This is an optimization exercise on Yosys and OpenROAD, whose aim is small area, a short achievable clock period and few clock cycles, not a production implementation. RTL that was checked went through simulation tests only; none was proved equivalent to the original. No functional check of the RTL was part of runs 4 to 8.

## design/flow/constraint.sdc

```tcl
create_clock -name core_clock -period 12.0 [get_ports {clk}]
set_input_delay 2.4000 -clock core_clock [delete_from_list [all_inputs] [get_ports {clk}]]
set_output_delay 2.4000 -clock core_clock [all_outputs]
set_load 0.01 [all_outputs]
```

## design/flow/config.mk

```make
export PLATFORM = sky130hd
export DESIGN_NAME = cordic_core
export DESIGN_NICKNAME = cordic_core
export VERILOG_FILES = /design/flow/design.v
export SDC_FILE = /design/flow/constraint.sdc
export NUM_CORES = 4
export LEC_CHECK = 0
export ABC_AREA = 1
export CAP_MARGIN = 20
export CORE_MARGIN = 2
export CORE_UTILIZATION = 40
export SLEW_MARGIN = 20
```

## design/flow/design.v

```verilog
`timescale 1ns / 1ps
module cordic_core(input clk, input rst, input start, input [3:0] func, input [15:0] op1, input [15:0] op2,
    output busy, output done, output [31:0] result);
    reg busy_r, done_r;
    reg first;
    reg [1:0] pst;
    reg [3:0] f;
    reg m_cir, m_asn, m_acs, m_hro, m_hve;
    reg [3:0] cnt;
    reg signed [15:0] x, y, t;
    reg [15:0] z;
    reg r16, rhi;
    reg lt, zsg, ypos;
    assign busy = busy_r;
    assign done = done_r;
    assign result = {{15{rhi}}, r16, z};
    wire circular = (f[3:1] == 3'd0) | (f[3:1] == 3'd1);
    wire m_ln = f[3];
    wire m_hrot = (f == 4'd4) | (f == 4'd5) | (f == 4'd6);
    reg [15:0] rom;
    always @(*)
    begin
        if(circular)
            case(cnt)
                4'd0: rom = 16'b0011001001000011;
                4'd1: rom = 16'b0001110110101100;
                4'd2: rom = 16'b0000111110101101;
                4'd3: rom = 16'b0000011111110101;
                4'd4: rom = 16'b0000001111111110;
                4'd5: rom = 16'b0000000111111111;
                4'd6: rom = 16'b0000000011111111;
                4'd7: rom = 16'b0000000001111111;
                4'd8: rom = 16'b0000000000111111;
                4'd9: rom = 16'b0000000000011111;
                4'd10: rom = 16'b0000000000001111;
                4'd11: rom = 16'b0000000000000111;
                4'd12: rom = 16'b0000000000000011;
                4'd13: rom = 16'b0000000000000001;
                default: rom = 16'd0;
            endcase
        else if(m_ln)
            case(cnt)
                4'd1: rom = 16'b0100011001001110;
                4'd2: rom = 16'b0010000010110000;
                4'd3: rom = 16'b0001000000010100;
                4'd4: rom = 16'b0000100000000010;
                4'd5: rom = 16'b0000010000000000;
                4'd6: rom = 16'b0000001000000000;
                4'd7: rom = 16'b0000000100000000;
                4'd8: rom = 16'b0000000010000000;
                4'd9: rom = 16'b0000000001000000;
                4'd10: rom = 16'b0000000000100000;
                4'd11: rom = 16'b0000000000010000;
                4'd12: rom = 16'b0000000000001000;
                4'd13: rom = 16'b0000000000000100;
                4'd14: rom = 16'b0000000000000010;
                default: rom = 16'd0;
            endcase
        else
            case(cnt)
                4'd1: rom = 16'b0010001100100111;
                4'd2: rom = 16'b0001000001011000;
                4'd3: rom = 16'b0000100000001010;
                4'd4: rom = 16'b0000010000000001;
                4'd5: rom = 16'b0000001000000000;
                4'd6: rom = 16'b0000000100000000;
                4'd7: rom = 16'b0000000010000000;
                4'd8: rom = 16'b0000000001000000;
                4'd9: rom = 16'b0000000000100000;
                4'd10: rom = 16'b0000000000010000;
                4'd11: rom = 16'b0000000000001000;
                4'd12: rom = 16'b0000000000000100;
                4'd13: rom = 16'b0000000000000010;
                4'd14: rom = 16'b0000000000000001;
                default: rom = 16'd0;
            endcase
    end
    wire d0 = ~t[15] & (t != 16'd0);
    wire mc = ({x[1:0], 4'd0} < x[5:0]);
    wire pp1 = (pst == 2'd2);
    wire sub_x = (m_cir & y[15]) | (m_asn & lt) | (m_acs & lt) | (m_hro & zsg) | (m_hve & ypos) | pp1;
    wire sub_y = (m_cir & ~y[15]) | (m_asn & ~lt) | (m_acs & ~lt) | (m_hro & zsg) | (m_hve & ypos);
    wire sub_z = (m_cir & y[15]) | (m_asn & ~lt) | (m_acs & lt) | (m_hro & ~zsg) | (m_hve & ~ypos);
    wire cin_x = pp1 ? ~mc : sub_x;
    wire signed [15:0] xs = x >>> cnt;
    wire signed [15:0] ys = y >>> cnt;
    wire [16:0] zs = first ? {1'b0, (m_hrot ? t : 16'h0000)} : {r16, z};
    wire [15:0] yb = xs ^ {16{sub_y}};
    wire [17:0] xn2 = {x[15], x, 1'b1} + {({ys[15], ys} ^ {17{sub_x}}), cin_x};
    wire [16:0] yn2 = {y, 1'b1} + {yb, sub_y};
    wire [17:0] zn2 = {zs, 1'b1} + {({1'b0, rom} ^ {17{sub_z}}), sub_z};
    wire [16:0] xn = xn2[17:1];
    wire [15:0] yn = yn2[16:1];
    wire [16:0] zn = zn2[17:1];
    wire [15:0] zk = {y[14:0] | yb[14:0], sub_y};
    wire yn_zero = &(~(y ^ yb ^ zk));
    wire ypos_next = ~yn[15] & ~yn_zero;
    wire [16:0] ca = {y[15], y};
    wire [16:0] cb = {xs[15], xs} ^ {17{~lt}};
    wire [16:0] cc = ~{t[15], t};
    wire [16:0] cs_s = ca ^ cb ^ cc;
    wire [16:0] cs_c = (ca & cb) | (ca & cc) | (cb & cc);
    wire [17:0] cs_v = {cs_s, 1'b1} + {cs_c[15:0], 1'b1, ~lt};
    wire lt_next = cs_v[17];
    wire lt_first = d0 ? (t > 16'sh26DD) : (t > -16'sh26DD);
    wire [15:0] xln = {op1[15:14] + 2'b01, op1[13:0]};
    wire [15:0] yln = {op1[15:14] - 2'b01, op1[13:0]};
    wire last = (f == 4'd0 || f[3:1] == 3'd1) ? (cnt == 4'd13) :
                ((f == 4'd7 || m_ln) ? (cnt == 4'd14) : (cnt == 4'd15));
    always @(posedge clk)
    begin
        if(rst)
        begin
            busy_r <= 0;
            done_r <= 0;
            first <= 0;
            pst <= 0;
        end
        else if(!busy_r)
        begin
            if(start)
            begin
                busy_r <= 1;
                done_r <= 0;
                first <= 1;
                pst <= 0;
            end
        end
        else if(pst != 2'd0)
        begin
            pst <= pst + 2'd1;
            if(pst == 2'd3)
            begin
                busy_r <= 0;
                done_r <= 1;
            end
        end
        else
        begin
            first <= 0;
            if(last)
            begin
                if(f == 4'd1)
                    pst <= 2'd1;
                else if(f == 4'd6)
                    pst <= 2'd3;
                else
                begin
                    busy_r <= 0;
                    done_r <= 1;
                end
            end
        end
    end
    always @(posedge clk)
    begin
        if(!busy_r)
        begin
            x <= func[3] ? xln : op1;
            y <= func[3] ? yln : op2;
            t <= op1;
            f <= func;
            m_cir <= (func[3:1] == 3'd0);
            m_acs <= (func[3:1] == 3'd1) & ~func[0];
            m_asn <= (func[3:1] == 3'd1) & func[0];
            m_hro <= (func[3:1] == 3'd2) | (func[3:0] == 4'd6);
            m_hve <= (func[3:0] == 4'd7) | func[3];
            zsg <= op1[15];
            ypos <= func[3] ? (~yln[15] & (yln != 16'd0)) : (~op2[15] & (op2 != 16'd0));
            cnt <= {3'd0, func[3] | func[2]};
        end
        else if(pst == 2'd1)
        begin
            y <= x;
            cnt <= 4'd6;
        end
        else if(pst == 2'd2)
        begin
            x <= xn[15:0];
            cnt <= 4'd2;
        end
        else if(pst == 2'd3)
        begin
            r16 <= xn[16];
            if(f == 4'd1)
            begin
                z <= xn[16:1];
                rhi <= xn[16];
            end
            else
            begin
                z <= xn[15:0];
                rhi <= 0;
            end
        end
        else
        begin
            cnt <= cnt + 4'd1;
            lt <= first ? lt_first : lt_next;
            zsg <= zn[15];
            ypos <= ypos_next;
            r16 <= m_ln & zn[16];
            rhi <= 0;
            if(first && (m_asn || m_acs))
            begin
                x <= 16'h26DD;
                y <= d0 ? 16'h26DD : -16'sh26DD;
                if(m_acs)
                    z <= d0 ? 16'h6487 - 16'h3243 : 16'h6487 + 16'h3243;
                else
                    z <= d0 ? 16'h3243 : -16'sh3243;
            end
            else
            begin
                if(first && m_hro)
                begin
                    if(f == 4'd5)
                    begin
                        x <= zsg ? -16'sh2800 : 16'sh2800;
                        y <= 16'h5000;
                    end
                    else
                    begin
                        x <= 16'h5000;
                        y <= zsg ? -16'sh2800 : 16'sh2800;
                    end
                end
                else
                begin
                    x <= xn[15:0];
                    y <= yn;
                end
                z <= zn[15:0];
            end
            if(last)
            begin
                if(f == 4'd1 || f == 4'd6)
                begin
                    m_cir <= 0;
                    m_hro <= 0;
                end
                if(f == 4'd4 || f == 4'd5)
                    z <= xn[15:0];
            end
        end
    end
endmodule
```

## design/flow/flow/run.sh

```bash
#!/bin/bash
# Standard synthesis and floorplan, then the standard layout with buf_4 port buffers and
# repair_timing (after CTS and global routing) aiming for a larger setup margin.
set -euo pipefail
bash standard.sh synth > flow_synth.log 2>&1
bash standard.sh floorplan > flow_floorplan.log 2>&1
bash standard.sh SETUP_SLACK_MARGIN=7.8 TNS_END_PERCENT=0 "BUFFER_PORTS_ARGS=-buffer_cell sky130_fd_sc_hd__buf_4" finish > flow_layout.log 2>&1
```

## design/flow/standard.sh

```bash
#!/bin/bash
# synth_recipe.tcl (not shown) runs the flow's synth.tcl, then flattens the netlist and writes it again
# the make line also repeats each setting of config.mk as NAME=value (left out here)
make -C /OpenROAD-flow-scripts/flow DESIGN_CONFIG=/design/flow/config.mk WORK_HOME=/design/flow/orfs CLKGATE_MAP_FILE= SYNTH_SCRIPT=/design/flow/synth_recipe.tcl "${@:-finish}"
```

==> flow_summary.ini, run 1 <==
[critical_path]
cp_data_required_time_ps = 12060
critical_path_class = register to register
slowest_delay_ps = 480
crit_path_start = cnt[0]
critPathArrivalTime_ps = 4130
crit_path_top_delay_cell = edfxtp_1
crit_family = compound AO/OA/AOI/OAI gates
path_cells = buf_8, nand2_1, o21ai_1, o21ai_0, a21oi_1, o221ai_2, xor2_1, inv_1, ha_1, a21oi_1, o21ai_0, a21oi_1, nand2_1, o21ai_0, a21oi_1, a21oi_1, o22ai_1
worstSetupStartpointType = register
crit_buf_inv = 2
end_kind = register
crit_top_cell = a21oi_1
r2r_start = cnt[0]
crit_fanout = 48

[detailed_routing]
drt-initial-drc-count = 1516
drt-total-wl_um = 47300
wl_met1_um = 20100
antenna_left = 0
top_layer_used = met5
route.met3.wl_um = 5260
routed_via_density = 5.83
firstDrtPassIters = 6
wl_met2_um = 19900
wl_per_cell_um = 23.2
vias = 11898
drc_errors = 0

[cts]
clock_sinks = 87
cts-root-buf = clkbuf_16
h-tree-depth = 3
cts_inserted_buffers = 9
clk_pin_slew_worst_paths_ps = 90
cts_tree = done
clock_path_buffers = 2
clock_latency_ps = 370
postCtsHoldBufs = 0

[floorplanning]
row_count = 61
dieArea_sq_um = 29500
core-area_sq_um = 27700
initial_utilization = 0.406
die_x_um = 172
die-height_um = 172
io_pins = 73

[sta]
hold_ws_ps = 472
fmaxAchievable_mhz = 245
finalSetupViolations = 0
fin_setup_tns_ps = 0
finalClockSkew_ps = 19.4
relSlewSlack = 0.294
finalHoldViolCount = 0
worst_pin_slew_ps = 1060
finalCritPeriodShare = 0.340
min_period_ps = 4080
slew_violations = 0
rsz0062_at_grt = true

[yosys]
syn_nets = 1783
synth-xor-area-share = 0.0709
synth-seq-cells = 87
seq_area_frac_synth = 0.225
synthMuxAreaShare = 0.00178
synthSimpleGateAreaFrac = 0.245
synth-edff-count = 79
synth_cell_types = 58
synth_compound_area_frac = 0.213
syn_area_sq_um = 11200
synth_ff_type = edfxtp_1
syn_inst = 1628
avgSynthCellArea_sq_um = 6.91
synthAdderAreaFrac = 0.141
async_flop_share = 0
synth_top_family_by_area = simple AND/OR/NAND/NOR gates
yosysWarnings = 1

[flow_run]
maxCapViolations = 0

[grt]
grt_antenna_before_repair = 2
grt-ovfl-total = 0
grt_pass1_vias = 10949
grtUsageTotal = 0.318
grt_pass1_wl_um = 68500
grt_start_max_net_pins = 54

[layout]
diodes = 0
fillCellCount = 2979
final_common_cell = nand2_1
final_nets = 1813
drive_above_1_share = 0.108
area_growth_pct = 10.9
final_cell_mix = nand2_1, inv_1, o21ai_0

[outcome]
run_status = no timing/DRC/antenna violations

[place]
routabilityCongestion = 0.995
place_hpwl_um = 37700
io_buffer_count = 72

[min_path]
hold_path_class = register to register
holdCritStartpoint = done_r
final cells by class:
class,count,area [sq um],area share
timing repair buffer,93,717,0.0575
timing repair inverter,1,7.51,0.000602
multi-input combinational,1261,7640,0.613
inverter,205,785,0.0629
clock buffer,9,225,0.0181
clock inverter,7,86.3,0.00692
tap,378,473,0.0379
sequential,87,2530,0.203
worst paths after layout:
kind	endpoint	cells after the start	slack, ps
worst max-delay path	y[10]	17	7920
worst min-delay path	done_r	2	470
worst max register to register	y[10]	17	7920
worst min register to register	done_r	2	470
registers in the layout, summed over array words and instances (netlist names), 2 cells and up:
signal and flops:
pst 2, cnt 4, t 16, y 16
x 16, z 16, f 4
cells in the mapped netlist, drive strengths merged, types with 2 or more instances:
cell | number | area (sq um)
xnor2 | 27 | 236
a21oi | 126 | 634
o22ai | 14 | 87.6
o221ai | 9 | 78.8
o21ai | 179 | 903
a21o | 6 | 45.0
a32oi | 2 | 17.5
buf | 36 | 235
nand4 | 14 | 87.6
nand3 | 100 | 541
nor3 | 17 | 85.1
inv | 201 | 759
and2 | 2 | 17.5
nor2 | 90 | 345
xor2 | 64 | 561
a22o | 2 | 17.5
nand2 | 377 | 1470
o21a | 4 | 30.0
a31oi | 11 | 68.8
dfxtp | 8 | 160
clkinv | 4 | 15.0
a211oi | 3 | 22.5
o2111ai | 2 | 17.5
or2 | 15 | 93.8
ha | 98 | 1230
nor3b | 2 | 15.0
o211ai | 24 | 180
mux2i | 2 | 20.0
edfxtp | 79 | 2370
a221oi | 3 | 26.3
clkbuf | 39 | 146
a22oi | 11 | 82.6
fa | 18 | 360
o31ai | 17 | 128
nor4 | 10 | 62.6
nand3b | 4 | 30.0
logic make-up (layout without fill, tap and decap cells):
| group | Yosys count | after routing |
|---|---|---|
| buf+inv | 280 | 315 |
| mux | 2 | 2 |
| compound gates | 420 | 420 |
| xor+xnor | 91 | 91 |
| flops | 87 | 87 |
| fa+ha+maj | 116 | 116 |
| simple gates | 632 | 632 |
stage by stage:
stage | util | instance area (sq um) | instances | setup slack (ps)
2_1_floorplan | - | 11200 | 1628 | 8440
5_1_grt | 0.450 | 12500 | 2041 | 7670
6_report | 0.450 | 12500 | 2041 | 7920
4_1_cts | 0.444 | 12300 | 2033 | 7750
3_3_place_gp | 0.432 | 12000 | 2015 | 7570
3_5_place_dp | 0.432 | 12000 | 2015 | 7510
routing by layer:
metal	up-vias	track usage
li1	5568	-
met1	5574	0.447
met2	656	0.464
met3	96	0.0794
met4	4	0.126
met5	-	0
worst reg2reg max path: stages, from the launching register on:
cell	delay (ps)
edfxtp_1	480
buf_8	240
nand2_1	100
o21ai_1	90
o21ai_0	310
a21oi_1	160
o221ai_2	250
xor2_1	290
inv_1	80
ha_1	370
a21oi_1	220
o21ai_0	120
a21oi_1	130
nand2_1	140
o21ai_0	330
a21oi_1	190
a21oi_1	170
o22ai_1	120
what timing repair did:
item / 4_1_cts / 5_1_grt
setup endpoints to repair: 20 / 40
setup buffers: 2 / 7
gates resized for setup: 5 / 29
hold endpoints to repair: 0 / 0
cloned: 0 / 1
Testbench counts, summed over its fixed seeds: cycles 76,922.
==> inputs of run 2 (changes only) <==
==> design/flow/flow/run.sh (replaced) <==
#!/bin/bash
# Standard synthesis and floorplan, then the standard layout with buf_4 port buffers and
# repair_timing (after CTS and global routing) aiming for a larger setup margin.
set -euo pipefail
bash standard.sh synth > flow_synth.log 2>&1
bash standard.sh floorplan > flow_floorplan.log 2>&1
bash standard.sh SETUP_SLACK_MARGIN=8.2 TNS_END_PERCENT=0 "BUFFER_PORTS_ARGS=-buffer_cell sky130_fd_sc_hd__buf_4" finish > flow_layout.log 2>&1
==> run 2 against run 1 <==
Largest cell class unchanged. Routed wire length up 3.0%. Area after synthesis unchanged. Still clean. Sequential cell count unchanged. Cell count up 1.9%. Critical endpoint is now ypos. Sequential share of layout area down 1.4 points.
==> flow_summary.ini, run 2 <==
[sta]
relSlewSlack = 0.291
finalClockSkew_ps = 19.0
finalHoldViolCount = 0
rsz0062_at_grt = true
min_period_ps = 3850
worst_pin_slew_ps = 1060
fmaxAchievable_mhz = 260
slew_violations = 0
hold_ws_ps = 472
finalSetupViolations = 0
finalCritPeriodShare = 0.321
fin_setup_tns_ps = 0

[flow_run]
maxCapViolations = 0

[detailed_routing]
drc_errors = 0
drt-initial-drc-count = 1662
antenna_left = 0
drt-total-wl_um = 48700
vias = 12225
firstDrtPassIters = 6
routed_via_density = 5.88
wl_per_cell_um = 23.4

[critical_path]
critPathArrivalTime_ps = 3950
worstRegToRegCells = 17
r2r_start = cnt[0]
cp_data_required_time_ps = 12090
worstSetupStartpointType = primary input
end_kind = register
timing.rr.end = r16
critical_path_class = primary input to register
crit_fanout = 2
regToRegSetupSlack_ps = 8190

[grt]
grt_pass1_wl_um = 69000
grt_pass1_vias = 11073
grt-ovfl-total = 0
grt_start_max_net_pins = 54
grt_antenna_before_repair = 2
grtUsageTotal = 0.320

[layout]
final_cell_mix = nand2_1, inv_1, o21ai_0
fillCellCount = 2877
area_growth_pct = 19.4
drive_above_1_share = 0.187
final_nets = 1851
finalInstanceArea_sq_um = 13400
diodes = 0
final_cells = 2079
final_common_cell = nand2_1

[cts]
cts_inserted_buffers = 9
clock_path_buffers = 2
cts_tree = done
h-tree-depth = 3
cts-root-buf = clkbuf_16
clock_sinks = 87
clk_pin_slew_worst_paths_ps = 90
clock_latency_ps = 370

[min_path]
holdCritStartpoint = done_r
hold_end = done_r
hold_path_class = register to register
min_path_cells = 2

[floorplanning]
dieArea_sq_um = 29500
io_pins = 73
initial_utilization = 0.406
die_x_um = 172
row_count = 61
die-height_um = 172
core-area_sq_um = 27700

[yosys]
syn_inst = 1628
synthTopCellsByCount = nand2_1, inv_1, o21ai_0
yosysWarnings = 1
seq_area_frac_synth = 0.225
syn_area_sq_um = 11200
synth-edff-count = 79
netlist.area_leader.share = 0.211
synth_cell_types = 58
syn_nets = 1783
yosysMostFrequentCell = nand2_1
synth_ff_type = edfxtp_1
async_flop_share = 0
synth.largest_area_cell = edfxtp_1
synth-seq-cells = 87
avgSynthCellArea_sq_um = 6.91
yosys-top-cells-area = edfxtp_1, nand2_1, ha_1, o21ai_0, inv_1

[place]
place_hpwl_um = 37700
routabilityCongestion = 0.995
io_buffer_count = 72
place_inst = 2015
placed_area_sq_um = 12000

[outcome]
run_status = no timing/DRC/antenna violations
## run 2: cell counts after synthesis
No cell type changed its count.
## run 2: logic make-up (layout without fill, tap and decap cells)
| logic type | after synthesis | count (layout) | synth area share |
|---|---|---|---|
| adders and majority gates | 116 | 116 | 0.141 |
| and+or+nand+nor | 632 | 632 | 0.245 |
| AOI/OAI and AO/OA | 420 | 420 | 0.213 |
| xor gates and xnor gates | 91 | 91 | 0.0709 |
| buffers and inverters | 280 | 353 | 0.103 |
| muxes | 2 | 2 | 0.00178 |
| DFF | 87 | 87 | 0.225 |
## run 2: layout make-up
cell class                 instances  area (sq um)  share of cell area
clock buffer                       9           225              0.0168
clock inverter                     7          86.3             0.00643
multi-input combinational       1261          8120               0.605
inverter                         205           822              0.0612
sequential                        87          2540               0.189
tap                              378           473              0.0352
timing repair buffer             130          1150              0.0855
timing repair inverter             2          18.8             0.00140
## run 2: critical path: stages
cell and delay, ps:
buf_4 120, nor4_1 610, nand4_1 300, a22o_1 330
nand2_1 90, o21ai_2 100
## run 2: worst max path at each step
stage / start / end / slack (ps) / depth (start not counted)
final: op2[13] / ypos / 8150 / 6
after CTS: cnt[0] / y[10] / 8060 / 19
after global routing: cnt[0] / z[14] / 8010 / 22
after global placement: cnt[0] / lt / 7570 / 17
after floorplan: cnt[0] / lt / 8440 / 20
after detailed placement: f[3] / z[10] / 7510 / 18
## run 2: per-stage QoR
stage          utilization  setup WS (ps)
2_1_floorplan            -           8440
3_3_place_gp         0.432           7570
3_5_place_dp         0.432           7510
4_1_cts              0.449           8060
5_1_grt              0.485           8010
6_report             0.485           8150
## run 2: routing by layer
metal / up-vias / wire, um / GRT usage
met5: - / 27 / 0
li1: 5644 / - / -
met3: 130 / 5670 / 0.0801
met4: 4 / 2300 / 0.127
met2: 702 / 20400 / 0.468
met1: 5745 / 20300 / 0.450
## run 2: repair_timing
item                       4_1_cts  5_1_grt
setup endpoints to repair       47       44
resized for setup               24      179
hold buffers                     0        0
pin swaps                        0       47
cloned                           1        8
setup buffers                    9       30
==> inputs of run 3 (changes only) <==
==> design/flow/flow/run.sh (replaced) <==
#!/bin/bash
# Standard synthesis and floorplan, then the standard layout with buf_4 port buffers and
# repair_timing (after CTS and global routing) aiming for a larger setup margin.
set -euo pipefail
bash standard.sh synth > flow_synth.log 2>&1
bash standard.sh floorplan > flow_floorplan.log 2>&1
bash standard.sh SETUP_SLACK_MARGIN=8.0 TNS_END_PERCENT=0 "BUFFER_PORTS_ARGS=-buffer_cell sky130_fd_sc_hd__buf_4" finish > flow_layout.log 2>&1
==> run 3 against run 2 <==
Via count shrank 1.9%. Cell count shrank 1.1%. First-iteration DRC count shrank 5.2%. Synthesized cell count is the same. Fmax shrank 2.0%.
==> flow_summary.ini, run 3 <==
[detailed_routing]
vias = 11996
firstDrtPassIters = 6
wl_per_cell_um = 23.3
drt-total-wl_um = 47900
drt-initial-drc-count = 1576
antenna_left = 0
drc_errors = 0
routed_via_density = 5.83

[floorplanning]
row_count = 61
io_pins = 73
die_x_um = 172
dieArea_sq_um = 29500
initial_utilization = 0.406
die-height_um = 172
core-area_sq_um = 27700

[sta]
finalCritPeriodShare = 0.328
fin_setup_tns_ps = 0
relSlewSlack = 0.277
finalHoldViolCount = 0
fin_ws_ps = 8070
fmaxAchievable_mhz = 254
slew_violations = 0
rsz0062_at_grt = true
worst_pin_slew_ps = 1080
finalClockSkew_ps = 20.5
min_period_ps = 3930
finalSetupViolations = 0

[layout]
final_cell_mix = nand2_1, inv_1, o21ai_0
final_common_cell = nand2_1
final_nets = 1829
diodes = 0
drive_above_1_share = 0.138
final_cells = 2057
area_growth_pct = 14.2

[critical_path]
crit_fanout = 24
worstRegToRegCells = 21
end_kind = register
cp_data_required_time_ps = 12110
worstSetupStartpointType = register
critPathArrivalTime_ps = 4040
critical_path_class = register to register

[yosys]
synth_ff_type = edfxtp_1
async_flop_share = 0
yosysMostFrequentCell = nand2_1
synth-seq-cells = 87
netlist.area_leader.share = 0.211
synth-edff-count = 79
yosys-top-cells-area = edfxtp_1, nand2_1, ha_1, o21ai_0, inv_1
synth_cell_types = 58
syn_nets = 1783
avgSynthCellArea_sq_um = 6.91
seq_area_frac_synth = 0.225
yosysWarnings = 1
synth.largest_area_cell = edfxtp_1
synthTopCellsByCount = nand2_1, inv_1, o21ai_0
syn_inst = 1628
syn_area_sq_um = 11200

[grt]
grt_antenna_before_repair = 2
grt_pass1_vias = 11039
grt_pass1_wl_um = 68900
grtUsageTotal = 0.320
grt-ovfl-total = 0
grt_start_max_net_pins = 54

[place]
io_buffer_count = 72
dp_slack_ps = 7510
place_hpwl_um = 37700
place_inst = 2015
routabilityCongestion = 0.995

[cts]
cts-root-buf = clkbuf_16
clk_pin_slew_worst_paths_ps = 90
h-tree-depth = 3
postCtsHoldBufs = 0
clock_latency_ps = 370
cts_tree = done
cts_inserted_buffers = 9
clock_path_buffers = 2
clock_sinks = 87

[min_path]
hold_path_class = register to register
min_path_cells = 2

[flow_run]
maxCapViolations = 0

[outcome]
run_status = no timing/DRC/antenna violations
[run 3: cell counts after synthesis]
No cell type changed its count.
[run 3: kinds of logic (layout without fill, tap and decap cells)]
kind of cell / Yosys count / count (layout) / share of synthesized area
AND/OR/NAND/NOR: 632 / 632 / 0.245
buffers and inverters: 280 / 331 / 0.103
adder cells (fa/ha/maj): 116 / 116 / 0.141
multiplexers: 2 / 2 / 0.00178
AO/OA/AOI/OAI: 420 / 420 / 0.213
flip-flops: 87 / 87 / 0.225
XOR/XNOR: 91 / 91 / 0.0709
[run 3: path summary, 6_finish.rpt]
kind | to | from | slack [ps]
worst min register to register | done_r | done_r | 470
worst max-delay path | rhi | cnt[0] | 8070
worst max register to register | rhi | cnt[0] | 8070
worst min-delay path | done_r | done_r | 470
[run 3: repair_timing]
item / 4_1_cts / 5_1_grt
setup buffers: 6 / 17
pin swaps: 0 / 14
endpoints found under the setup margin: 37 / 40
cloned: 1 / 2
resized for setup: 12 / 92
[run 3: worst max-delay path: stages, from the launching register on]
cell and delay [ps]:
edfxtp_1 390, buf_4 190, clkbuf_16 200, o21ai_0 270, inv_1 130, o21ai_1 180, nor2_1 80, a221oi_1 260
xnor2_1 160, inv_1 60, ha_1 350, a21oi_1 220, o21ai_0 120, a21oi_2 170, nand2_2 80, nand2_1 60
nand2_1 110, nand2_1 90, nand3_1 120, xor2_2 200, or2_1 180, nor2_1 50
[run 3: through the flow]
step	hold slack, ps	utilization	area, sq um
floorplan	476	-	11200
CTS	476	0.447	12400
global placement	450	0.432	12000
finish	472	0.464	12800
global route	519	0.464	12800
detailed placement	457	0.432	12000
[run 3: cell type report]
| class | instances | area (sq um) |
|---|---|---|
| clock inverter | 7 | 86.3 |
| clock buffer | 9 | 225 |
| fill | 2945 | 14900 |
| timing repair buffer | 109 | 890 |
| inverter | 205 | 800 |
| timing repair inverter | 1 | 7.51 |
| tap | 378 | 473 |
| multi-input combinational | 1261 | 7830 |
| sequential | 87 | 2530 |
[run 3: layer usage]
metal / vias to the layer above / track usage / part of all wire
met5: - / 0 / 0.00056
met4: 4 / 0.137 / 0.047
met3: 105 / 0.0828 / 0.11
met2: 653 / 0.462 / 0.42
met1: 5634 / 0.449 / 0.43
li1: 5600 / - / -
==> inputs of run 4 (changes only) <==
--- a/design/flow/design.v
+++ b/design/flow/design.v
@@ -7,6 +7,7 @@
     reg [3:0] f;
     reg m_cir, m_asn, m_acs, m_hro, m_hve;
     reg [3:0] cnt;
+    reg [3:0] sh_lo, sh_hi;
     reg signed [15:0] x, y, t;
     reg [15:0] z;
     reg r16, rhi;
@@ -82,8 +83,9 @@
     wire sub_y = (m_cir & ~y[15]) | (m_asn & ~lt) | (m_acs & ~lt) | (m_hro & zsg) | (m_hve & ypos);
     wire sub_z = (m_cir & y[15]) | (m_asn & ~lt) | (m_acs & lt) | (m_hro & ~zsg) | (m_hve & ~ypos);
     wire cin_x = pp1 ? ~mc : sub_x;
-    wire signed [15:0] xs = x >>> cnt;
-    wire signed [15:0] ys = y >>> cnt;
+    wire [15:0] xs, ys;
+    shift_r4 shx(x, sh_lo, sh_hi, xs);
+    shift_r4 shy(y, sh_lo, sh_hi, ys);
     wire [16:0] zs = first ? {1'b0, (m_hrot ? t : 16'h0000)} : {r16, z};
     wire [15:0] yb = xs ^ {16{sub_y}};
     wire [17:0] xn2 = {x[15], x, 1'b1} + {({ys[15], ys} ^ {17{sub_x}}), cin_x};
@@ -105,6 +107,9 @@
     wire lt_first = d0 ? (t > 16'sh26DD) : (t > -16'sh26DD);
     wire [15:0] xln = {op1[15:14] + 2'b01, op1[13:0]};
     wire [15:0] yln = {op1[15:14] - 2'b01, op1[13:0]};
+    wire [3:0] cnt_nx = (pst == 2'd1) ? 4'd6 : (pst == 2'd2) ? 4'd2 : cnt + 4'd1;
+    wire [3:0] sh_lo_nx = 4'd1 << cnt_nx[1:0];
+    wire [3:0] sh_hi_nx = 4'd1 << cnt_nx[3:2];
     wire last = (f == 4'd0 || f[3:1] == 3'd1) ? (cnt == 4'd13) :
                 ((f == 4'd7 || m_ln) ? (cnt == 4'd14) : (cnt == 4'd15));
     always @(posedge clk)
@@ -168,16 +173,22 @@
             zsg <= op1[15];
             ypos <= func[3] ? (~yln[15] & (yln != 16'd0)) : (~op2[15] & (op2 != 16'd0));
             cnt <= {3'd0, func[3] | func[2]};
+            sh_lo <= (func[3] | func[2]) ? 4'b0010 : 4'b0001;
+            sh_hi <= 4'b0001;
         end
         else if(pst == 2'd1)
         begin
             y <= x;
-            cnt <= 4'd6;
+            cnt <= cnt_nx;
+            sh_lo <= sh_lo_nx;
+            sh_hi <= sh_hi_nx;
         end
         else if(pst == 2'd2)
         begin
             x <= xn[15:0];
-            cnt <= 4'd2;
+            cnt <= cnt_nx;
+            sh_lo <= sh_lo_nx;
+            sh_hi <= sh_hi_nx;
         end
         else if(pst == 2'd3)
         begin
@@ -195,7 +206,9 @@
         end
         else
         begin
-            cnt <= cnt + 4'd1;
+            cnt <= cnt_nx;
+            sh_lo <= sh_lo_nx;
+            sh_hi <= sh_hi_nx;
             lt <= first ? lt_first : lt_next;
             zsg <= zn[15];
             ypos <= ypos_next;
@@ -245,3 +258,22 @@
         end
     end
 endmodule
+module shift_r4(input [15:0] v, input [3:0] lo, input [3:0] hi, output [15:0] o);
+    wire [18:0] ve = {{3{v[15]}}, v};
+    wire [27:0] s1e;
+    wire [15:0] s1;
+    genvar b;
+    generate
+        for(b = 0; b < 16; b = b + 1)
+        begin : g
+            assign s1[b] = (lo[0] & ve[b]) | (lo[1] & ve[b + 1]) | (lo[2] & ve[b + 2]) | (lo[3] & ve[b + 3]);
+        end
+    endgenerate
+    assign s1e = {{12{s1[15]}}, s1};
+    generate
+        for(b = 0; b < 16; b = b + 1)
+        begin : h
+            assign o[b] = (hi[0] & s1e[b]) | (hi[1] & s1e[b + 4]) | (hi[2] & s1e[b + 8]) | (hi[3] & s1e[b + 12]);
+        end
+    endgenerate
+endmodule
==> design/flow/flow/run.sh (replaced) <==
#!/bin/bash
# Standard synthesis, then the standard layout with buf_4 port buffers and repair_timing
# aiming for a larger setup margin.
set -euo pipefail
bash standard.sh synth > flow_synth.log 2>&1
bash standard.sh SETUP_SLACK_MARGIN=8.5 TNS_END_PERCENT=0 "BUFFER_PORTS_ARGS=-buffer_cell sky130_fd_sc_hd__buf_4" finish > flow_layout.log 2>&1
==> run 4 against run 3 <==
Fmax is 5.0% higher. Routed wire length is 3.1% higher. Register-to-register slack better by 190 ps. Synthesized cell count is 2.4% higher. Clock skew is 1.7 ps lower. Still clean on timing, DRC and antenna. Sequential share of layout area is 0.13 points lower. Clock-buffer cell count stayed put. Die area is 4.8% higher. Cell count is 3.9% higher. Sequential cell count is 8 higher.
==> flow_summary.ini, run 4 <==
[place]
place_hpwl_um = 38600
routabilityCongestion = 1.00
io_buffer_count = 72
dp_slack_ps = 7510
place_inst = 2058

[layout]
diodes = 0
final_nets = 1902
ff_latch_area_sq_um = 2740
multi_input_area_sq_um = 8450
final_common_cell = nand2_1
fillCellCount = 2989
final_cells = 2138
final_cell_mix = nand2_1, inv_1, buf_4
fin_util = 0.484
drive_above_1_share = 0.211
area_growth_pct = 18.5

[detailed_routing]
drt-initial-drc-count = 1785
wl_per_cell_um = 23.1
drt-total-wl_um = 49400
vias = 12775
firstDrtPassIters = 7
antenna_left = 0
drc_errors = 0
routed_via_density = 5.98

[yosys]
syn_nets = 1820
syn_inst = 1667
async_flop_share = 0
synthAdderAreaFrac = 0.132
synthTopCellsByCount = nand2_1, inv_1, a21oi_1
avgSynthCellArea_sq_um = 7.08
yosys-top-cells-area = edfxtp_1, nand2_1, ha_1, inv_1, a21oi_1
yosysWarnings = 1
synth_ff_type = edfxtp_1
synthMuxAreaShare = 0
netlist.area_leader.share = 0.211
syn_area_sq_um = 11800
synth.largest_area_cell = edfxtp_1
synth-xor-area-share = 0.0629
synth_compound_area_frac = 0.217
seq_area_frac_synth = 0.232
yosysMostFrequentCell = nand2_1
synthSimpleGateAreaFrac = 0.250
synth-seq-cells = 95
synth_cell_types = 64
synth_top_family_by_area = simple AND/OR/NAND/NOR gates
synth-edff-count = 83

[sta]
fin_setup_tns_ps = 0
finalSetupViolations = 0
slew_violations = 0
finalCritPeriodShare = 0.312
relSlewSlack = 0.332
rsz0062_at_grt = true
fmaxAchievable_mhz = 267
min_period_ps = 3740
finalClockSkew_ps = 18.9
fin_ws_ps = 8260
worst_pin_slew_ps = 1000
finalHoldViolCount = 0

[cts]
cts_tree = done
clock_path_buffers = 2
clock_sinks = 95
clk_pin_slew_worst_paths_ps = 90
clock_latency_ps = 380
cts_inserted_buffers = 9
postCtsHoldBufs = 0
cts-root-buf = clkbuf_16
h-tree-depth = 3

[min_path]
hold_path_class = register to register

[grt]
grtUsageTotal = 0.310
grt-ovfl-total = 0
grt_pass1_vias = 11518
grt_pass1_wl_um = 71900
grt_start_max_net_pins = 57
grt_antenna_before_repair = 0

[floorplanning]
die_x_um = 176
initial_utilization = 0.409
io_pins = 73
row_count = 62
dieArea_sq_um = 30900
core-area_sq_um = 28900
die-height_um = 176

[critical_path]
end_kind = register
worstSetupStartpointType = register
critical_path_class = register to register
cp_data_required_time_ps = 12150
critPathArrivalTime_ps = 3890
crit_fanout = 4

[flow_run]
maxCapViolations = 0

[outcome]
run_status = no timing/DRC/antenna violations
run 4: changes by cell type after synthesis, sizes merged, moves of 10 or more:
cell	previous run	this run
o21ai	179	139
nor2	90	121
o22ai	14	36
a221oi	3	20
o31ai	17	4
inv	201	213
xnor2	27	15
o221ai	9	20
clkbuf	39	29
or2	15	5
run 4: cell families after synthesis:
family                   Yosys count
AND/OR/NAND/NOR                  660
AO/OA/AOI/OAI                    421
buffers and inverters            294
adder cells (fa/ha/maj)          114
flip-flops                        95
XOR/XNOR                          83
run 4: path summary, 6_finish.rpt:
kind / startpoint / end / slack, ps / cells past startpoint
worst max-delay path: x[12] / lt / 8260 / 17
worst min-delay path: done_r / done_r / 560 / 2
worst max register to register: x[12] / lt / 8260 / 17
worst min register to register: done_r / done_r / 560 / 2
run 4: stage by stage:
| step | instance area [sq um] | hold WS [ps] |
|---|---|---|
| 2_1_floorplan | 11800 | 484 |
| 3_3_place_gp | 12500 | 537 |
| 3_5_place_dp | 12500 | 543 |
| 4_1_cts | 13300 | 562 |
| 5_1_grt | 14000 | 577 |
| 6_report | 14000 | 557 |
run 4: worst max-delay path, cell delays in order, from the launching register on:
cell and delay, ps:
edfxtp_1 550, inv_1 230, o22ai_1 120, a221oi_2 350
buf_4 200, o221ai_4 150, xor2_1 210, fa_1 440
ha_1 320, inv_1 70, nor3_1 50, o31ai_1 220
o311ai_1 140, nand2_1 100, nand3_2 80, xor2_1 160
nand2_1 60, nand2_1 60
run 4: final cells by class:
cell class	count	share of cell area
Inverter	221	0.0619
Tap cell	384	0.0344
Sequential cell	95	0.196
Timing Repair Buffer	141	0.0789
Timing Repair inverter	3	0.00170
Clock inverter	7	0.00618
Multi-Input combinational cell	1278	0.605
Clock buffer	9	0.0161
run 4: repair_timing:
action                     CTS  global route
cloned                       3             0
hold endpoints to repair     0             0
setup buffers               31            30
pin swaps                   15            39
setup endpoints to repair   65            62
resized for setup           70           111
run 4: metal layers:
metal	up-vias	GRT usage	share of wire
met3	128	0.0394	0.090
met2	741	0.490	0.45
met5	-	0	0
met4	0	0.115	0.045
li1	5859	-	-
met1	6047	0.432	0.42
==> inputs of run 5 (changes only) <==
--- a/design/flow/config.mk
+++ b/design/flow/config.mk
@@ -8,5 +8,5 @@
 export ABC_AREA = 1
 export CAP_MARGIN = 20
 export CORE_MARGIN = 2
-export CORE_UTILIZATION = 40
+export CORE_UTILIZATION = 55
 export SLEW_MARGIN = 20
==> run 5 against run 4 <==
Critical path depth up 5. Die area down 27%. Setup slack worse by 130 ps. Area after synthesis unchanged. Cell area down 0.70%. Critical path type unchanged. Largest cell class unchanged.
==> flow_summary.ini, run 5 <==
[critical_path]
cp_data_required_time_ps = 12110
critical_path_class = register to register
crit_fanout = 6
worstSetupStartpointType = register
critPathArrivalTime_ps = 3980
end_kind = register

[layout]
fillCellCount = 1868
multi_input_area_sq_um = 8430
area_growth_pct = 17.6
drive_above_1_share = 0.200
final_cell_mix = nand2_1, inv_1, buf_4
final_cells = 2033
final_nets = 1906
final_common_cell = nand2_1
diodes = 0
ff_latch_area_sq_um = 2740

[cts]
cts_tree = done
clk_pin_slew_worst_paths_ps = 80
clock_path_buffers = 2
clock_sinks = 95
cts_inserted_buffers = 9
h-tree-depth = 3
cts-root-buf = clkbuf_16
clock_latency_ps = 370

[yosys]
synth_top_family_by_area = simple AND/OR/NAND/NOR gates
synth.largest_area_cell = edfxtp_1
avgSynthCellArea_sq_um = 7.08
syn_area_sq_um = 11800
synth_ff_type = edfxtp_1
synth-xor-area-share = 0.0629
yosysMostFrequentCell = nand2_1
synthTopCellsByCount = nand2_1, inv_1, a21oi_1
seq_area_frac_synth = 0.232
synth-seq-cells = 95
async_flop_share = 0
syn_nets = 1820
syn_inst = 1667
synthMuxAreaShare = 0
synthSimpleGateAreaFrac = 0.250
netlist.area_leader.share = 0.211
synthAdderAreaFrac = 0.132
synth_compound_area_frac = 0.217
yosysWarnings = 1
synth_cell_types = 64
synth-edff-count = 83
yosys-top-cells-area = edfxtp_1, nand2_1, ha_1, inv_1, a21oi_1

[grt]
use_met1 = 0.539
grt_use_met3 = 0.0955
grtUsageMet2 = 0.643
grt_pass1_wl_um = 69700
grtUsageTotal = 0.416
grt_pass1_vias = 11720
grt_antenna_before_repair = 0
top_usage_layer = met2
grt-ovfl-total = 0
grt_start_max_net_pins = 36

[sta]
slew_violations = 0
fmaxAchievable_mhz = 258
min_period_ps = 3870
fin_setup_tns_ps = 0
rsz0062_at_grt = true
finalClockSkew_ps = 14.4
worst_pin_slew_ps = 961
finalSetupViolations = 0
finalCritPeriodShare = 0.323
finalHoldViolCount = 0
relSlewSlack = 0.360
hold_ws_ps = 533

[detailed_routing]
vias = 13027
drt-total-wl_um = 48200
antenna_left = 0
wl_per_cell_um = 23.7
drt-initial-drc-count = 1798
drc_errors = 0
routed_via_density = 6.41
firstDrtPassIters = 6

[place]
place_inst = 1948
place_hpwl_um = 37000
routabilityCongestion = 1.07
io_buffer_count = 72

[flow_run]
maxCapViolations = 0

[floorplanning]
io_pins = 73
core-area_sq_um = 21000
initial_utilization = 0.561
row_count = 53
dieArea_sq_um = 22600
die-height_um = 150
die_x_um = 150

[outcome]
run_status = no timing/DRC/antenna violations

[min_path]
hold_path_class = register to register
[run 5: area by class of cell]
cell class                 count  share of cell area
timing repair inverter         3             0.00135
clock buffer                   9              0.0162
tap                          275              0.0248
multi-input combinational   1278               0.607
clock inverter                 7             0.00460
sequential                    95               0.197
timing repair buffer         145              0.0862
inverter                     221              0.0625
[run 5: layer usage]
layer | share of wire | vias up | wire (um)
li1 | - | 5862 | -
met4 | 0.067 | 0 | 3240
met3 | 0.12 | 230 | 5700
met5 | 0 | - | 0
met1 | 0.38 | 5979 | 18100
met2 | 0.44 | 956 | 21200
[run 5: timing repair]
action,4_1_cts,5_1_grt
pin swaps,13,34
hold buffers,0,0
resized for setup,90,75
endpoints found under the setup margin,64,62
gates cloned,4,0
buffers inserted,38,27
[run 5: final timing paths]
| kind | slack (ps) | startpoint | end | cells past startpoint |
|---|---|---|---|---|
| max | 8130 | sh_lo[0] | z[10] | 22 |
| min | 530 | first | first | 2 |
| max reg2reg | 8130 | sh_lo[0] | z[10] | 22 |
| min reg2reg | 530 | first | first | 2 |
[run 5: critical path: stages (launching register included)]
cell      delay (ps)
edfxtp_1         490
buf_6            170
clkinv_4          70
buf_12           110
o22ai_1           70
a21oi_1          160
o21ai_0          170
a21oi_1          260
o221ai_2         170
xnor2_2          190
fa_2             420
o21ai_2          160
nand2_1           90
nand3_2          100
nand3_1           90
nand2_2          100
nand2_1           60
nand2_1           90
nand2_1           80
nand3_1          100
nand2_1          120
o211ai_1         210
nand2_1          110
[run 5: per-stage QoR]
step	instance area, sq um	setup slack [ps]	utilization
after floorplan	11800	8540	-
after global placement	12300	7470	0.586
after detailed placement	12300	7480	0.586
after CTS	13300	8310	0.634
after global routing	13900	7940	0.660
final	13900	8130	0.660
[run 5: logic make-up after synthesis]
family                     Yosys count
xor gates and xnor gates            83
AOI/OAI and AO/OA                  421
buffers and inverters              294
and+or+nand+nor                    660
adders and majority gates          114
DFF                                 95
==> inputs of run 6 (changes only) <==
--- a/design/flow/config.mk
+++ b/design/flow/config.mk
@@ -8,5 +8,6 @@
 export ABC_AREA = 1
 export CAP_MARGIN = 20
 export CORE_MARGIN = 2
-export CORE_UTILIZATION = 55
+export CORE_UTILIZATION = 50
+export PLACE_DENSITY = 0.7
 export SLEW_MARGIN = 20
==> run 6 against run 5 <==
Clock skew decreased by 4.8 ps. Cell area decreased by 1.1%. Synthesized cell count unchanged. Die area increased by 9.7%. Routed wire length increased by 2.8%. Critical endpoint is now y[14]. Hold slack improved by 35 ps. Setup slack improved by 91 ps. Highest routed layer unchanged. Largest cell class unchanged. Cell count increased by 2.1%.
==> flow_summary.ini, run 6 <==
[sta]
min_period_ps = 3780
worst_pin_slew_ps = 1110
finalHoldViolCount = 0
fin_ws_ps = 8220
finalClockSkew_ps = 9.62
relSlewSlack = 0.251
fmaxAchievable_mhz = 264
rsz0062_at_grt = true
finalSetupViolations = 0
fin_setup_tns_ps = 0
slew_violations = 0
finalCritPeriodShare = 0.315

[yosys]
synth-edff-count = 83
yosysWarnings = 1
synth.largest_area_cell = edfxtp_1
syn_nets = 1820
syn_area_sq_um = 11800
async_flop_share = 0
yosys-top-cells-area = edfxtp_1, nand2_1, ha_1, inv_1, a21oi_1
yosysMostFrequentCell = nand2_1
synth_ff_type = edfxtp_1
synth_cell_types = 64
avgSynthCellArea_sq_um = 7.08
netlist.area_leader.share = 0.211
synthTopCellsByCount = nand2_1, inv_1, a21oi_1
seq_area_frac_synth = 0.232
syn_inst = 1667
synth-seq-cells = 95

[cts]
cts_tree = done
cts-root-buf = clkbuf_16
cts_inserted_buffers = 9
clock_path_buffers = 2
clock_latency_ps = 360
clock_sinks = 95
clk_pin_slew_worst_paths_ps = 80
h-tree-depth = 3
postCtsHoldBufs = 0

[layout]
finalInstanceArea_sq_um = 13700
ff_latch_area_sq_um = 2740
fin_util = 0.588
final_nets = 1904
diodes = 0
final_cell_mix = nand2_1, inv_1, buf_4
area_growth_pct = 16.4
multi_input_area_sq_um = 8300
fillCellCount = 2229
drive_above_1_share = 0.190
final_common_cell = nand2_1

[critical_path]
cp_data_required_time_ps = 12120
crit_fanout = 8
crit_top_cell = nand2_1
slowest_delay_ps = 440
path_cells = buf_6, clkinv_8, nand2_8, nor2_4, a21oi_4, inv_2, nor2_2, a21oi_1, o211ai_2, xor2_2, inv_1, ha_2, nand2_1, nor2_1, nand4_1, o21ai_2, nand2_1, nand2_1, a21oi_1, o21ai_0, nand2_1, nand2_1, nand2_1
worstSetupStartpointType = register
end_kind = register
crit_path_top_delay_cell = edfxtp_1
critical_path_class = register to register
critPathArrivalTime_ps = 3900

[grt]
grt-ovfl-total = 0
grt_start_max_net_pins = 35
grt_pass1_wl_um = 72800
grt_antenna_before_repair = 1
grt_pass1_vias = 11858
grtUsageTotal = 0.397

[detailed_routing]
drc_errors = 0
drt-total-wl_um = 49600
wl_per_cell_um = 23.9
vias = 12767
antenna_left = 0
drt-initial-drc-count = 1441
firstDrtPassIters = 6
routed_via_density = 6.15

[place]
place_hpwl_um = 38900
io_buffer_count = 72
dp_slack_ps = 7490
placed_area_sq_um = 12400
routabilityCongestion = 1.01

[min_path]
hold_path_class = register to register

[floorplanning]
die_x_um = 158
die-height_um = 158
io_pins = 73
row_count = 56
dieArea_sq_um = 24800
initial_utilization = 0.506
core-area_sq_um = 23300

[outcome]
run_status = no timing/DRC/antenna violations

[flow_run]
maxCapViolations = 0
==> run 6: cell type report <==
| class | instances | share of cell area |
|---|---|---|
| flip-flops and latches | 95 | 0.199 |
| well taps | 319 | 0.0291 |
| clock inverters | 7 | 0.00410 |
| repair buffers | 144 | 0.0810 |
| repair inverters | 2 | 0.00100 |
| multi-input cells | 1278 | 0.604 |
| inverters | 221 | 0.0647 |
| clock buffers | 9 | 0.0164 |
==> run 6: cells by family (layout without fill, tap and decap cells) <==
group / Yosys count / count (layout) / synth area share
AOI/OAI and AO/OA: 421 / 421 / 0.217
DFF: 95 / 95 / 0.232
adders and majority gates: 114 / 114 / 0.132
and+or+nand+nor: 660 / 660 / 0.250
xor gates and xnor gates: 83 / 83 / 0.0629
buffers and inverters: 294 / 383 / 0.107
==> run 6: routing by layer <==
layer	track usage	part of all wire	vias to the layer above
li1	-	-	5861
met1	0.511	0.39	5941
met2	0.634	0.45	786
met3	0.0791	0.10	179
met4	0.207	0.061	0
met5	0	0	-
==> run 6: worst paths after layout <==
path / from / endpoint / slack, ps / depth (start not counted)
worst max-delay path: sh_lo[2] / y[14] / 8220 / 23
worst min-delay path: done_r / done_r / 570 / 2
worst max register to register: sh_lo[2] / y[14] / 8220 / 23
worst min register to register: done_r / done_r / 570 / 2
==> run 6: worst max-delay path: cells and delay by family (launching register included) <==
kind,cells,cell delay [ps]
AO/OA/AOI/OAI,6,1010
XOR/XNOR,1,250
flip-flops,1,440
adder cells (fa/ha/maj),1,420
buffers and inverters,4,380
AND/OR/NAND/NOR,11,1050
==> run 6: what timing repair did <==
item / CTS / global route
resized for setup: 88 / 48
cloned: 2 / 0
setup buffers: 39 / 25
setup endpoints to repair: 65 / 63
pin swaps: 7 / 17
==> run 6: per-stage QoR <==
stage | hold WS [ps] | cells
finish | 568 | 2075
global route | 608 | 2075
CTS | 561 | 2050
detailed placement | 545 | 1993
global placement | 543 | 1993
floorplan | 484 | 1667
==> inputs of run 7 (changes only) <==
==> design/flow/flow/run.sh (replaced) <==
#!/bin/bash
# Standard synthesis, then the standard layout with buf_4 port buffers and repair_timing
# aiming for a larger setup margin.
set -euo pipefail
bash standard.sh synth > flow_synth.log 2>&1
bash standard.sh SETUP_SLACK_MARGIN=8.8 TNS_END_PERCENT=0 "BUFFER_PORTS_ARGS=-buffer_cell sky130_fd_sc_hd__buf_4" finish > flow_layout.log 2>&1
--- a/design/flow/config.mk
+++ b/design/flow/config.mk
@@ -8,6 +8,5 @@
 export ABC_AREA = 1
 export CAP_MARGIN = 20
 export CORE_MARGIN = 2
-export CORE_UTILIZATION = 50
-export PLACE_DENSITY = 0.7
+export CORE_UTILIZATION = 40
 export SLEW_MARGIN = 20
==> run 7 against run 6 <==
First-iteration DRC count grew 19%. Cell area increased by 0.50%. Sequential cell count is the same. Critical path type unchanged. Highest routed layer unchanged.
==> flow_summary.ini, run 7 <==
[detailed_routing]
wl_per_cell_um = 22.9
routed_via_density = 5.98
drt-total-wl_um = 49000
antenna_left = 0
vias = 12784
drt-initial-drc-count = 1718
drc_errors = 0
firstDrtPassIters = 8

[cts]
cts-root-buf = clkbuf_16
postCtsHoldBufs = 0
clk_pin_slew_worst_paths_ps = 90
clock_path_buffers = 2
cts_tree = done
cts_inserted_buffers = 9
h-tree-depth = 3
clock_sinks = 95
clock_latency_ps = 380

[min_path]
hold_path_class = register to register

[yosys]
avgSynthCellArea_sq_um = 7.08
syn_nets = 1820
synth-seq-cells = 95
synth_cell_types = 64
seq_area_frac_synth = 0.232
netlist.area_leader.share = 0.211
yosysWarnings = 1
yosysMostFrequentCell = nand2_1
yosys-top-cells-area = edfxtp_1, nand2_1, ha_1, inv_1, a21oi_1
synthTopCellsByCount = nand2_1, inv_1, a21oi_1
async_flop_share = 0
synth-edff-count = 83
synth.largest_area_cell = edfxtp_1
synth_ff_type = edfxtp_1
syn_inst = 1667
syn_area_sq_um = 11800

[floorplanning]
row_count = 62
die_x_um = 176
core-area_sq_um = 28900
dieArea_sq_um = 30900
io_pins = 73
initial_utilization = 0.409
die-height_um = 176

[grt]
grtUsageMet2 = 0.478
grt_antenna_before_repair = 0
grt_use_met3 = 0.0455
top_usage_layer = met2
grt-ovfl-total = 0
grt_pass1_wl_um = 71900
grtUsageTotal = 0.310
use_met1 = 0.419
grt_start_max_net_pins = 57
grt_pass1_vias = 11714

[sta]
fmaxAchievable_mhz = 263
fin_setup_tns_ps = 0
relSlewSlack = 0.329
slew_violations = 0
fin_ws_ps = 8200
finalClockSkew_ps = 16.9
finalCritPeriodShare = 0.317
min_period_ps = 3800
finalSetupViolations = 0
worst_pin_slew_ps = 1010
finalHoldViolCount = 0
rsz0062_at_grt = true

[critical_path]
path_cells = inv_1, o22ai_1, a21oi_1, o21ai_1, nand2_1, o2111ai_1, xor2_1, ha_1, a21oi_1, o21ai_2, nand2_1, nand3_1, nand3_1, nand2_1, nand2_1, nand2_1, nand2_1, nand2_1, nand2_1, nand2_1, o211ai_1, nand2_1
crit_path_top_delay_cell = edfxtp_1
critPathArrivalTime_ps = 3930
crit_buf_inv = 1
crit_family = compound AO/OA/AOI/OAI gates
end_kind = register
worstSetupStartpointType = register
critical_path_class = register to register
regToRegSetupSlack_ps = 8200
slowest_delay_ps = 560
crit_top_cell = nand2_1
cp_data_required_time_ps = 12130
crit_fanout = 4

[layout]
final_nets = 1902
final_cells = 2138
diodes = 0
final_common_cell = nand2_1
drive_above_1_share = 0.195
final_cell_mix = nand2_1, inv_1, buf_4
area_growth_pct = 17.0

[place]
place_hpwl_um = 38300
place_inst = 2058
routabilityCongestion = 1.01
io_buffer_count = 72
dp_slack_ps = 7430

[flow_run]
maxCapViolations = 0

[outcome]
run_status = no timing/DRC/antenna violations
run 7: cell counts after synthesis:
Identical to the previous run, type by type.
run 7: final cells by class:
class                      count  area, sq um
sequential                    95         2740
tap                          384          480
fill                        2966        15100
multi-input combinational   1278         8280
inverter                     221          885
timing repair buffer         140         1080
clock inverter                 7         86.3
timing repair inverter         4         27.5
clock buffer                   9          225
run 7: cell families (layout without fill, tap and decap cells):
| family | after synthesis | in the layout | share of synthesized area |
|---|---|---|---|
| AOI/OAI and AO/OA | 421 | 421 | 0.217 |
| xor gates and xnor gates | 83 | 83 | 0.0629 |
| adders and majority gates | 114 | 114 | 0.132 |
| buffers and inverters | 294 | 381 | 0.107 |
| DFF | 95 | 95 | 0.232 |
| and+or+nand+nor | 660 | 660 | 0.250 |
run 7: worst paths after layout:
| check | from | cells after the start | to |
|---|---|---|---|
| max reg2reg | y[11] | 22 | z[10] |
| min reg2reg | pst[1] | 2 | pst[1] |
| min | pst[1] | 2 | pst[1] |
| max | y[11] | 22 | z[10] |
run 7: per-stage QoR:
step / utilization / area (sq um) / hold slack [ps]
3_5_place_dp: 0.434 / 12500 / 553
4_1_cts: 0.461 / 13300 / 564
3_3_place_gp: 0.434 / 12500 / 535
6_report: 0.478 / 13800 / 559
2_1_floorplan: - / 11900 / 484
5_1_grt: 0.478 / 13800 / 599
run 7: routing by layer:
layer	share of wire	wire, um
met1	0.41	20100
met5	0	0
met3	0.092	4500
met4	0.059	2880
met2	0.44	21500
run 7: worst min-delay path, stage by stage (launching register included):
cell and delay (ps):
dfxtp_1 340, inv_1 100, a211oi_1 70
run 7: repair_timing:
action                     CTS  global route
pin swaps                   10            26
cloned                       3             1
setup buffers               29            31
gates resized for setup     67            60
setup endpoints to repair   87           102
==> inputs of run 8 (changes only) <==
==> design/flow/flow/run.sh (replaced) <==
#!/bin/bash
# Standard synthesis and floorplan, then the standard layout with buf_4 port buffers and
# repair_timing (after CTS and global routing) aiming for a larger setup margin.
set -euo pipefail
bash standard.sh synth > flow_synth.log 2>&1
bash standard.sh floorplan > flow_floorplan.log 2>&1
bash standard.sh SETUP_SLACK_MARGIN=8.5 TNS_END_PERCENT=0 "BUFFER_PORTS_ARGS=-buffer_cell sky130_fd_sc_hd__buf_4" finish > flow_layout.log 2>&1
==> run 8 against run 7 <==
Cell area rose by 1.3%. Synthesized cell count did not move. Critical endpoint is now lt. Highest routed layer unchanged.
==> flow_summary.ini, run 8 <==
[outcome]
run_status = no timing/DRC/antenna violations

[grt]
grt_start_max_net_pins = 57
top_usage_layer = met2
grtUsageMet2 = 0.490
grt_antenna_before_repair = 0
grt_use_met3 = 0.0394
grt_pass1_wl_um = 71900
grt_pass1_vias = 11518
grtUsageTotal = 0.310
use_met1 = 0.432
grt-ovfl-total = 0

[floorplanning]
dieArea_sq_um = 30900
die_x_um = 176
die-height_um = 176
row_count = 62
initial_utilization = 0.409
io_pins = 73
core-area_sq_um = 28900

[critical_path]
end_kind = register
crit_fanout = 4
worstRegToRegCells = 17
critical_path_class = register to register
cp_data_required_time_ps = 12150
worstSetupStartpointType = register
critPathArrivalTime_ps = 3890

[place]
placed_area_sq_um = 12500
io_buffer_count = 72
place_hpwl_um = 38600
dp_slack_ps = 7510
routabilityCongestion = 1.00

[sta]
finalCritPeriodShare = 0.312
worst_pin_slew_ps = 1000
fin_setup_tns_ps = 0
finalSetupViolations = 0
slew_violations = 0
finalClockSkew_ps = 18.9
relSlewSlack = 0.332
rsz0062_at_grt = true
fmaxAchievable_mhz = 267
fin_ws_ps = 8260
min_period_ps = 3740
finalHoldViolCount = 0

[min_path]
hold_path_class = register to register
min_path_cells = 2

[yosys]
syn_nets = 1820
syn_inst = 1667
yosysWarnings = 1
seq_area_frac_synth = 0.232
synth_cell_types = 64
yosys-top-cells-area = edfxtp_1, nand2_1, ha_1, inv_1, a21oi_1
netlist.area_leader.share = 0.211
yosysMostFrequentCell = nand2_1
syn_area_sq_um = 11800
synth_ff_type = edfxtp_1
synth-edff-count = 83
synthTopCellsByCount = nand2_1, inv_1, a21oi_1
async_flop_share = 0
synth-seq-cells = 95
avgSynthCellArea_sq_um = 7.08
synth.largest_area_cell = edfxtp_1

[layout]
final_nets = 1902
drive_above_1_share = 0.211
final_cell_mix = nand2_1, inv_1, buf_4
diodes = 0
area_growth_pct = 18.5
final_common_cell = nand2_1
finalInstanceArea_sq_um = 14000

[cts]
cts_inserted_buffers = 9
cts_tree = done
postCtsHoldBufs = 0
cts-root-buf = clkbuf_16
clock_path_buffers = 2
clk_pin_slew_worst_paths_ps = 90
h-tree-depth = 3
clock_sinks = 95
clock_latency_ps = 380

[detailed_routing]
wl_per_cell_um = 23.1
drt-total-wl_um = 49400
antenna_left = 0
vias = 12775
routed_via_density = 5.98
drt-initial-drc-count = 1785
firstDrtPassIters = 7
drc_errors = 0

[flow_run]
maxCapViolations = 0
-- run 8: area by class of cell --
| class | count | area (sq um) |
|---|---|---|
| Timing Repair inverter | 3 | 23.8 |
| Tap cell | 384 | 480 |
| Clock buffer | 9 | 225 |
| Sequential cell | 95 | 2740 |
| Clock inverter | 7 | 86.3 |
| Timing Repair Buffer | 141 | 1100 |
| Multi-Input combinational cell | 1278 | 8450 |
| Inverter | 221 | 865 |
| Fill cell | 2989 | 14900 |
-- run 8: kinds of logic (layout without fill, tap and decap cells) --
kind of cell / after synthesis / after routing / synth area share
XOR/XNOR: 83 / 83 / 0.0629
adder cells (fa/ha/maj): 114 / 114 / 0.132
AND/OR/NAND/NOR: 660 / 660 / 0.250
flip-flops: 95 / 95 / 0.232
AO/OA/AOI/OAI: 421 / 421 / 0.217
buffers and inverters: 294 / 381 / 0.107
-- run 8: final timing paths --
check	from	to	slack, ps
worst min register to register	done_r	done_r	560
worst max-delay path	x[12]	lt	8260
worst min-delay path	done_r	done_r	560
worst max register to register	x[12]	lt	8260
-- run 8: worst max-delay path, cell delays in order, from the launching register on --
cell and delay (ps):
edfxtp_1 550, inv_1 230, o22ai_1 120, a221oi_2 350
buf_4 200, o221ai_4 150, xor2_1 210, fa_1 440
ha_1 320, inv_1 70, nor3_1 50, o31ai_1 220
o311ai_1 140, nand2_1 100, nand3_2 80, xor2_1 160
nand2_1 60, nand2_1 60
-- run 8: repair_timing --
action                                  in CTS  in global routing
pin swaps                                   15                 39
setup buffers                               31                 30
endpoints found under the setup margin      65                 62
cloned                                       3                  0
resized for setup                           70                111
-- run 8: per-stage QoR --
step | util | hold WS (ps) | instances
finish | 0.484 | 557 | 2138
global route | 0.484 | 577 | 2138
CTS | 0.459 | 562 | 2108
detailed placement | 0.431 | 543 | 2058
global placement | 0.431 | 537 | 2058
floorplan | - | 484 | 1667
-- run 8: layer usage --
metal  vias up  routed length, um
met4         0               2230
met2       741              22100
met5         -                  0
met1      6047              20600
li1       5859                  -
met3       128               4460

==> what the ideal ports hide <==
The flow's constraints put no driver on any port. The routed layouts listed below were extracted and timed again, unchanged, in two steps.
Step 1 sets driving cells, clkbuf_16 on the clock port and buf_2 on the other inputs (assumed; they add their load-dependent delay and slew).
Step 2 adds t to the input delays and takes it off the output delays; t is the mean of the earliest and latest rising clock arrival at the registers after step 1. Input paths then give back, and output paths get back, about the clock's delay inside the block.
Slacks: ideal ports / drivers / drivers and shift; pairs: ideal ports / drivers.
run	t, ns	slack for setup (ns)	worst setup path after step 2	latest minus earliest clock arrival (ns)
run 1	0.409	7.921 / 7.921 / 7.724	input to register	0.019 / 0.020
run 2	0.400	8.148 / 8.163 / 7.763	input to register	0.019 / 0.019
run 3	0.405	8.069 / 8.069 / 7.782	input to register	0.021 / 0.021
run 4	0.421	8.255 / 8.255 / 7.990	input to register	0.019 / 0.019
run 5	0.408	8.127 / 8.127 / 7.954	input to register	0.014 / 0.014
run 6	0.408	8.218 / 8.218 / 7.971	input to register	0.010 / 0.010
run 7	0.425	8.201 / 8.201 / 7.986	input to register	0.017 / 0.016
run 8	0.421	8.255 / 8.255 / 7.990	input to register	0.019 / 0.019
After both steps every run listed still meets setup and hold. The setup slack of run 2, which loses most, moves by +0.015 ns with the drivers and by -0.385 ns with both steps.
